From an optimization exercise on the open Yosys and OpenROAD flow, aimed at small area, a short achievable clock period and few clock cycles; shortcuts taken in it are not production practice.
The RTL was checked by simulation tests, not by an equivalence proof against the original design.
Power is estimated from default activity; no workload was simulated.

File: flow/run.sh
#!/bin/bash
# synth_recipe.tcl (not shown) runs the flow's synth.tcl, then flattens the netlist and writes it again
# the make line also repeats each setting of config.mk as NAME=value (left out here)
make -C /OpenROAD-flow-scripts/flow DESIGN_CONFIG=/design/flow/config.mk WORK_HOME=/design/flow/orfs CLKGATE_MAP_FILE= SYNTH_SCRIPT=/design/flow/synth_recipe.tcl finish
File: flow/config.mk
export PLATFORM = sky130hd
export DESIGN_NAME = LASER
export DESIGN_NICKNAME = LASER
export VERILOG_FILES = /design/flow/design.v
export SDC_FILE = /design/flow/constraint.sdc
export NUM_CORES = 4
export LEC_CHECK = 0
export CAP_MARGIN = 20
export CORE_MARGIN = 2
export CORE_UTILIZATION = 40
export PLACE_DENSITY = 0.6
export SLEW_MARGIN = 20
File: flow/constraint.sdc
create_clock -name core_clock -period 10.0 [get_ports {CLK}]
set_input_delay 2.0000 -clock core_clock [delete_from_list [all_inputs] [get_ports {CLK}]]
set_output_delay 2.0000 -clock core_clock [all_outputs]
set_load 0.01 [all_outputs]
File: flow/design.v
module LASER (
    input CLK,
    input RST,
    input [3:0] X,
    input [3:0] Y,
    output reg [3:0] C1X,
    output reg [3:0] C1Y,
    output reg [3:0] C2X,
    output reg [3:0] C2Y,
    output reg DONE
);
localparam S_LOAD = 3'd0, S_ISSUE = 3'd1, S_W1 = 3'd2,
           S_FIN = 3'd4, S_MEMO = 3'd5, S_DONE = 3'd6;
reg [2:0] st;
reg [5:0] lcnt;
reg [3:0] rcy;           
reg       p1;            
reg       rA;            
reg       ls;
reg [3:0] px [0:39];
reg [3:0] py [0:39];
reg       inc [0:39];    
reg [3:0] bx, by;        
reg [5:0] mr;            
reg [5:0] circ;          
wire [3:0] refx = ls ? C1X : C2X;
wire [3:0] refy = ls ? C1Y : C2Y;
integer i;
genvar g, u;
wire op_row = (st == S_ISSUE);
wire op_R   = (st == S_FIN);           
wire [3:0] o_cy = op_R ? by : rcy;
wire o_mode15 = op_R ? (bx > 4'd13) : rA;
wire [3:0] o_sel = o_mode15 ? 4'd15 - bx : 4'd13 - bx;
wire [10:0] o_selh = 11'd1 << o_sel;
wire [10:0] mask [0:39];
wire [39:0] inc_new;
wire [19:0] colA [0:10];
wire [19:0] colB [0:10];
generate
    for (g = 0; g < 40; g = g + 1) begin : PT
        wire [3:0] dy = (py[g] > o_cy) ? py[g] - o_cy : o_cy - py[g];
        wire keep = !(inc[g] && !op_R);
        wire a0 = keep && (dy <= 4'd4);
        wire a2 = keep && (dy <= 4'd3);
        wire a3 = keep && (dy <= 4'd2);
        wire a4 = keep && (dy == 4'd0);
        wire [24:0] T;         
        for (u = 0; u < 25; u = u + 1) begin : TH
            if (u <= 3) begin : LO assign T[u] = 1'b1; end
            else if (u >= 19) begin : HI assign T[u] = 1'b0; end
            else begin : MID assign T[u] = (px[g] >= u - 3); end
        end
        for (u = 0; u < 11; u = u + 1) begin : UN
            if (u < 2) begin : M2
                assign mask[g][u] = o_mode15 ?
                    ((a0 & T[18-u] & ~T[19-u]) | (a2 & T[16-u] & ~T[21-u]) | (a3 & T[15-u] & ~T[22-u]) | (a4 & T[14-u] & ~T[23-u])) :
                    ((a0 & T[16-u] & ~T[17-u]) | (a2 & T[14-u] & ~T[19-u]) | (a3 & T[13-u] & ~T[20-u]) | (a4 & T[12-u] & ~T[21-u]));
            end else begin : M1
                assign mask[g][u] = (a0 & T[16-u] & ~T[17-u]) | (a2 & T[14-u] & ~T[19-u]) | (a3 & T[13-u] & ~T[20-u]) | (a4 & T[12-u] & ~T[21-u]);
            end
            if (g < 20) begin : CA assign colA[u][g] = mask[g][u]; end
            else begin : CB assign colB[u][g-20] = mask[g][u]; end
        end
        assign inc_new[g] = |(mask[g] & o_selh);
    end
endgenerate
wire [4:0] pa [0:10];
wire [4:0] pb [0:10];
generate
    for (u = 0; u < 11; u = u + 1) begin : PC
        pc20 upa (.v(colA[u]), .s(pa[u]));
        pc20 upb (.v(colB[u]), .s(pb[u]));
    end
endgenerate
wire [10:0] o_valid = rA ? 11'b00000000011 :
                      (!p1 && rcy == 4'd2) ? 11'b11111111110 : 11'b11111111111;
wire [10:0] o_isref;
generate
    for (u = 0; u < 11; u = u + 1) begin : RF
        wire [3:0] cxu = o_mode15 ? (4'd15 - u) : (4'd13 - u);
        assign o_isref[u] = (cxu == refx) && (o_cy == refy);
    end
endgenerate
reg [4:0]  ca [0:10];
reg [4:0]  cb [0:10];
reg        s_v, s_R, s_mode15, s_first;
reg [10:0] s_valid, s_nonref, s_selh;
reg [3:0]  s_cy;
wire [5:0] cnt [0:10];
wire [10:0] att, cand, gtm, eqm;
generate
    for (u = 0; u < 11; u = u + 1) begin : SU
        assign cnt[u] = ca[u] + cb[u];
    end
    for (u = 0; u < 11; u = u + 1) begin : SC
        wire [10:0] ge;
        for (g = 0; g < 11; g = g + 1) begin : GE
            assign ge[g] = !s_valid[g] || (cnt[u] >= cnt[g]);
        end
        assign att[u] = s_R ? s_selh[u] : (s_valid[u] && (&ge));
        assign cand[u] = att[u] && s_nonref[u];
        assign gtm[u] = cnt[u] > mr;
        assign eqm[u] = cnt[u] == mr;
    end
endgenerate
reg [5:0] m_row;
reg [3:0] lidx;
reg       hasL;
integer k;
always @(*) begin
    m_row = 6'd0;
    for (k = 0; k < 11; k = k + 1)
        m_row = m_row | (att[k] ? cnt[k] : 6'd0);
    lidx = 4'd0;
    hasL = 1'b0;
    for (k = 0; k < 11; k = k + 1)
        if (cand[k]) begin lidx = k; hasL = 1'b1; end
end
wire rowgt = |(att & gtm);
wire roweq = |(att & eqm);
wire [3:0] lx = (s_mode15 ? 4'd15 : 4'd13) - lidx;
reg [5:0] last, mb;
reg       improve;
reg [1:0] np;            
wire fin   = (st == S_FIN) || (st == S_MEMO);
wire memo  = (st == S_MEMO);
wire [3:0] vx = ls ? C2X : C1X;      
wire [3:0] vy = ls ? C2Y : C1Y;
wire [3:0] ox = memo ? vx : bx;
wire [3:0] oy = memo ? vy : by;
wire [5:0] om = memo ? mb : mr + circ;
wire stop = (last == om) && !improve;
wire hit  = (np == 2'd2) && (ox == vx) && (oy == vy);
always @(posedge CLK or posedge RST) begin
    if (RST) begin
        st <= S_LOAD;
        lcnt <= 6'd0;
        DONE <= 1'b0;
        s_v <= 1'b0;
        s_R <= 1'b0;
    end else begin
        DONE <= 1'b0;
        s_v <= op_row;
        s_R <= op_R;
        case (st)
            S_LOAD: begin
                lcnt <= lcnt + 6'd1;
                if (lcnt == 6'd39) st <= S_ISSUE;
            end
            S_ISSUE: if (rcy == 4'd12 && !rA) st <= S_W1;
            S_W1: st <= S_FIN;
            S_FIN, S_MEMO: begin
                if (stop) begin
                    st <= S_DONE;
                    DONE <= 1'b1;
                end else if (hit) st <= S_MEMO;
                else if (st == S_FIN) st <= S_ISSUE;
            end
            S_DONE: begin
                st <= S_LOAD;
                lcnt <= 6'd0;
            end
            default: st <= S_LOAD;
        endcase
    end
end
always @(posedge CLK) begin
    for (i = 0; i < 39; i = i + 1) begin
        px[i] <= px[i+1];
        py[i] <= py[i+1];
        inc[i] <= (st == S_LOAD) ? 1'b0 : (op_R ? inc_new[i+1] : inc[i+1]);
    end
    px[39] <= (st == S_LOAD) ? X : px[0];
    py[39] <= (st == S_LOAD) ? Y : py[0];
    inc[39] <= (st == S_LOAD) ? 1'b0 : (op_R ? inc_new[0] : inc[0]);
    if (st == S_LOAD) begin
        rcy <= 4'd0;
        rA <= 1'b1;
        p1 <= 1'b1;
    end else if (st == S_ISSUE) begin
        if (rA) rA <= 1'b0;
        else rcy <= rcy + 4'd1;
    end else if (st == S_FIN) begin
        rcy <= 4'd2;
        p1 <= 1'b0;
    end
    for (i = 0; i < 11; i = i + 1) begin
        ca[i] <= pa[i];
        cb[i] <= pb[i];
    end
    s_mode15 <= o_mode15;
    s_first <= rA || (!p1 && rcy == 4'd2);
    s_valid <= o_valid;
    s_nonref <= ~o_isref;
    s_selh <= o_selh;
    s_cy <= o_cy;
    if (s_v) begin
        if (s_first || rowgt) begin
            mr <= m_row;
            bx <= hasL ? lx : refx;
            by <= hasL ? s_cy : refy;
        end else if (roweq && hasL) begin
            bx <= lx;
            by <= s_cy;
        end
    end
    if (s_R) circ <= m_row;
    if (st == S_LOAD) begin
        C1X <= 4'd0; C1Y <= 4'd0; C2X <= 4'd0; C2Y <= 4'd0;
        ls <= 1'b0;
        last <= 6'd0;
        improve <= 1'b1;
        np <= 2'd0;
        circ <= 6'd0;
    end else if (fin) begin
        ls <= ~ls;
        if (!ls) begin C1X <= ox; C1Y <= oy; end
        else begin C2X <= ox; C2Y <= oy; end
        mb <= last;
        if (np != 2'd2) np <= np + 2'd1;
        if (last == om) begin
            if (improve) improve <= 1'b0;
        end else last <= om;
    end
end
endmodule
module pc20(input [19:0] v, output [4:0] s);
  wire t1;
  wire t2;
  wire t3;
  wire t4;
  wire t5;
  wire t6;
  wire t7;
  wire t8;
  wire t9;
  wire t10;
  wire t11;
  wire t12;
  wire t13;
  wire t14;
  wire t15;
  wire t16;
  wire t17;
  wire t18;
  wire t19;
  wire t20;
  wire t21;
  wire t22;
  wire t23;
  wire t24;
  wire t25;
  wire t26;
  wire t27;
  wire t28;
  assign t1 = v[0] ^ v[1] ^ v[2];
  assign t2 = (v[0] & v[1]) | (v[0] & v[2]) | (v[1] & v[2]);
  assign t3 = v[3] ^ v[4] ^ v[5];
  assign t4 = (v[3] & v[4]) | (v[3] & v[5]) | (v[4] & v[5]);
  assign t5 = v[6] ^ v[7] ^ v[8];
  assign t6 = (v[6] & v[7]) | (v[6] & v[8]) | (v[7] & v[8]);
  assign t7 = v[9] ^ v[10] ^ v[11];
  assign t8 = (v[9] & v[10]) | (v[9] & v[11]) | (v[10] & v[11]);
  assign t9 = v[12] ^ v[13] ^ v[14];
  assign t10 = (v[12] & v[13]) | (v[12] & v[14]) | (v[13] & v[14]);
  assign t11 = v[15] ^ v[16] ^ v[17];
  assign t12 = (v[15] & v[16]) | (v[15] & v[17]) | (v[16] & v[17]);
  assign t13 = t1 ^ t3 ^ t5;
  assign t14 = (t1 & t3) | (t1 & t5) | (t3 & t5);
  assign t15 = t7 ^ t9 ^ t11;
  assign t16 = (t7 & t9) | (t7 & t11) | (t9 & t11);
  assign t17 = t2 ^ t4 ^ t6;
  assign t18 = (t2 & t4) | (t2 & t6) | (t4 & t6);
  assign t19 = t8 ^ t10 ^ t12;
  assign t20 = (t8 & t10) | (t8 & t12) | (t10 & t12);
  assign t21 = t13 ^ t15 ^ v[18];
  assign t22 = (t13 & t15) | (t13 & v[18]) | (t15 & v[18]);
  assign t23 = t14 ^ t16 ^ t17;
  assign t24 = (t14 & t16) | (t14 & t17) | (t16 & t17);
  assign t25 = t22 ^ t23 ^ t19;
  assign t26 = (t22 & t23) | (t22 & t19) | (t23 & t19);
  assign t27 = t24 ^ t18 ^ t20;
  assign t28 = (t24 & t18) | (t24 & t20) | (t18 & t20);
  assign s = {1'b0,t28,t26,t25,t21} + {1'b0,1'b0,t27,1'b0,v[19]};
endmodule
==> run summary <==
[final cells by class]
class                      count  area, µm²
antenna                       16       40.0
inverter                     780       2940
timing repair buffer         190       1530
sequential                   570      11700
clock inverter                50        790
tap                         2656       3320
multi-input combinational   8857      63000
clock buffer                 100       2220
fill                       20200     114000
[registers in the layout, indices dropped and copies added, names as in the netlist, 6 cells and up]
| register | cells |
|---|---|
| py | 160 |
| px | 160 |
| s_nonref | 11 |
| s_selh | 11 |
| last | 6 |
| ca | 55 |
| cb | 55 |
| mr | 6 |
| circ | 6 |
| inc | 40 |
| mb | 6 |
| lcnt | 6 |
[critical path: cells and delay by family (launching register included)]
| family | cells | cell delay [ns] |
|---|---|---|
| compound gates | 6 | 2.09 |
| flops | 1 | 0.72 |
| mux | 1 | 0.25 |
| buf+inv | 5 | 1.23 |
| xor+xnor | 1 | 0.14 |
| fa+ha+maj | 6 | 2.57 |
| simple gates | 5 | 1.83 |
[cell usage after synthesis (all sizes together), types with 121 or more instances]
library cell / count
o21a: 127
fa: 360
xnor2: 121
a211oi: 200
o22ai: 172
a21oi: 903
nand2: 1056
nor2b: 203
a31oi: 261
buf: 141
ha: 722
a21o: 128
o21ai: 808
nor3: 236
inv: 766
nand3: 288
o211ai: 150
clkbuf: 539
nor2: 935
dfxtp: 538
[routing by layer]
layer	vias to the layer above	GRT usage, %
met3	1173	8.93
met1	42900	48.1
met4	24	18.3
li1	39600	-
met5	-	0
met2	6094	50.2
[power by group]
part	internal [mW]	switching (mW)	total [mW]
combinational	7.23	12.4	19.7
sequential	2.61	0.476	3.08
clock	1.95	1.38	3.33
[cells by family (layout without fill, tap and decap cells)]
logic type,count (synthesis),after routing,share of synthesized area (%)
xor+xnor,188,188,2.08
fa+ha+maj,1124,1124,20.7
simple gates,3526,3526,21.0
other cells,0,16,0
buf+inv,1461,1120,7.18
flops,570,570,14.5
compound gates,3932,3932,33.3
mux,87,87,1.14
[metrics by stage]
step / cells / total power [mW] / instance area [µm²]
after detailed placement: 13100 / 21.9 / 82400
after floorplan: 10900 / 15.3 / 80300
after global placement: 13100 / 21.3 / 82400
after global routing: 13200 / 27.7 / 85500
after CTS: 13200 / 25.4 / 85500
final: 13200 / 26.1 / 85500
[worst min-delay path by stage]
stage / slack (ns) / cells after the start / startpoint / to
floorplan: 0.33 / 0 / px[1][1] / px[0][1]
global placement: 0.34 / 0 / py[37][2] / py[36][2]
detailed placement: 0.34 / 0 / py[37][2] / py[36][2]
CTS: 0.33 / 0 / py[37][2] / py[36][2]
global route: 0.33 / 0 / py[37][2] / py[36][2]
finish: 0.32 / 0 / py[37][2] / py[36][2]
[layout by cell type, fill, tap and decap left out, drive strengths merged, types with 77 or more instances in the layout]
| cell | instances |
|---|---|
| o31ai | 97 |
| or2 | 77 |
| o21a | 127 |
| buf | 164 |
| a22oi | 87 |
| and2 | 119 |
| a21oi | 903 |
| a31oi | 261 |
| dfxtp | 538 |
| xnor2 | 121 |
| a21o | 128 |
| nor2b | 203 |
| fa | 360 |
| clkbuf | 100 |
| nor3 | 236 |
| a211oi | 200 |
| o21ai | 808 |
| o211ai | 150 |
| nor2 | 935 |
| nand3 | 288 |
| inv | 765 |
| o22ai | 172 |
| nand4 | 112 |
| nand2 | 1056 |
| nor4 | 96 |
| ha | 722 |
| nand2b | 115 |
==> qor.yml <==
finish:
  nets: 11600
  drive_above_1_share_pct: 5.91
  final_util_pct: 42.8
  area_growth_syn_to_layout_pct: 6.48
synthesis:
  syn-instance-count: 10900
  synth_fp_nets: 12000
  synth_top_area_cell: "dfxtp_1"
  synth_area_um2: 80300
  async_reset_ff_share_pct: 2.11
  syn_area_per_cell_um2: 7.38
  synth_seq_area_share_pct: 14.5
  yosys.area.top_type_share_pct: 13.4
  synth.distinct_cells: 140
  yosys_warnings: 11
  synth_edf_count: 20
  yosys-top-cells-area: "dfxtp_1 (13%), ha_1 (11%), fa_1 (9.0%), a21oi_1 (5.6%), nand2_1 (4.9%)"
  ys_seq_elements: 570
  synthFlopType: "dfxtp_1"
worst_setup_path:
  r2r-end: "cb[1][3]"
  cp-start-kind: "flop"
  critPathCapture: "cb[1][3]"
  worst_ep_arrival_time_ns: 9.64
  r2r_slack_ns: 1.04
  worst_ep_required_time_ns: 10.69
  worstReg2RegStart: "st[2]"
  max_stage_delay_ns: 0.80
  cpMaxStageDelayCell: "a32oi_1"
  crit_type: "flop to flop"
  worstPathCellList: "or3b_4 > inv_4 > nor2_1 > a21oi_4 > clkinv_2 > buf_12 > ha_1 > a41oi_1 > mux2i_1 > nand2_1 > a32oi_1 > nand2b_1 > or4_1 > o311ai_0 > o31a_1 > fa_1 > fa_1 > inv_1 > fa_1 > fa_1 > inv_1 > ha_1 > a31oi_1 > xnor2_1"
  startpoint: "st[2]"
  worstPathMaxFanout: 19
  critical_path.endpoint_type: "flop"
  r2r_cells: 24
  crit_top_cell: "fa_1"
routing:
  totalWireLength_um: 376000
  via_count: 89700
  wl_met2_um: 152000
  viasPerCell: 6.79
  drt_iter0_drc: 13900
  ant_nets: 0
  drt-met1-wl_um: 155000
  avgRoutedWirePerCell_um: 28.5
  wl_met3_um: 46100
  highest_layer: "met5"
  drc: 0
  first_pass_iters: 14
die:
  dieArea_um2: 204000
  die_w_um: 452
  coreArea_um2: 200000
  ios: 27
  die_h_um: 452
  initial_utilization_pct: 40.2
  fp-row-count: 164
power:
  irDropWorstVdd_mv: 0.306
  power.density_nw_per_um2: 305
  leakage_nw: 35.1
clocking:
  cts.clk_slew.worst_paths_ns: 0.06
  hold_buffers: 0
  cts_tree: "done"
  clockRootBuffer: "clkbuf_16"
  clk_latency_ns: 0.76
  clock_sinks: 570
  htreeDepth: 3
  post_cts_resized: 0
  cts_buffer_depth: 3
  cts_buffers: 82
  cts_setup_buffers: 0
grt:
  grt_pass1_vias: 81600
  grt_max_degree: 95
  grt_util_all_layers_pct: 35.1
  grt.overflow.total: 0
  grt_pass1_wl_um: 546000
  grt_antenna_before_repair: 29
run:
  cap_violations: 0
sta:
  fmax_mhz: 112
  finalSetupTns_ns: 0
  final.setup.worst_slack_ns: 1.04
  rsz0062_at_grt: "false"
  report.final.setup_viol: 0
  hold_violations: 0
  fin_crit_sh_pct: 89.6
  fin_skew_ns: 0.0539
  timing.final.crit_period_ns: 8.96
  tightest_slew_ns: 1.14
  slew_headroom_pct: 22.0
  whs_ns: 0.323
  slew_violations: 0
place:
  gp_congestion: 1.05
  post-dp-hpwl_um: 275000
  dpl_worst_slack_ns: 1.29
  port_buffers: 26
min_path:
  hold_class: "flop to flop"
outcome:
  status: "no timing/DRC/antenna violations"
Testbench counts, summed over its fixed seeds: cycles 9,661.

## separate check: timing with driven ports
No port has a modelled driver above. Below, the same layout with a new extraction and two added sets of constraints. Step 1 assumes that a clkbuf_16 drives the clock port and a buf_2 every other input. Step 2 times the ports against the registers' clock, not the clock port: input delays grow and output delays shrink by t, the midpoint of the rising clock arrivals with the driver on. Three values: ideal ports, drivers, drivers and shift; two values: the first two.
shift t [ns]: 0.832
slack for setup (ns): 1.043 / 1.043 / 1.043
worst data-port slew with drivers (ns): 0.04
After both steps setup and hold are still met in this run. The setup slack of this run moves by 0.000 ns with the drivers and by 0.000 ns with both steps.
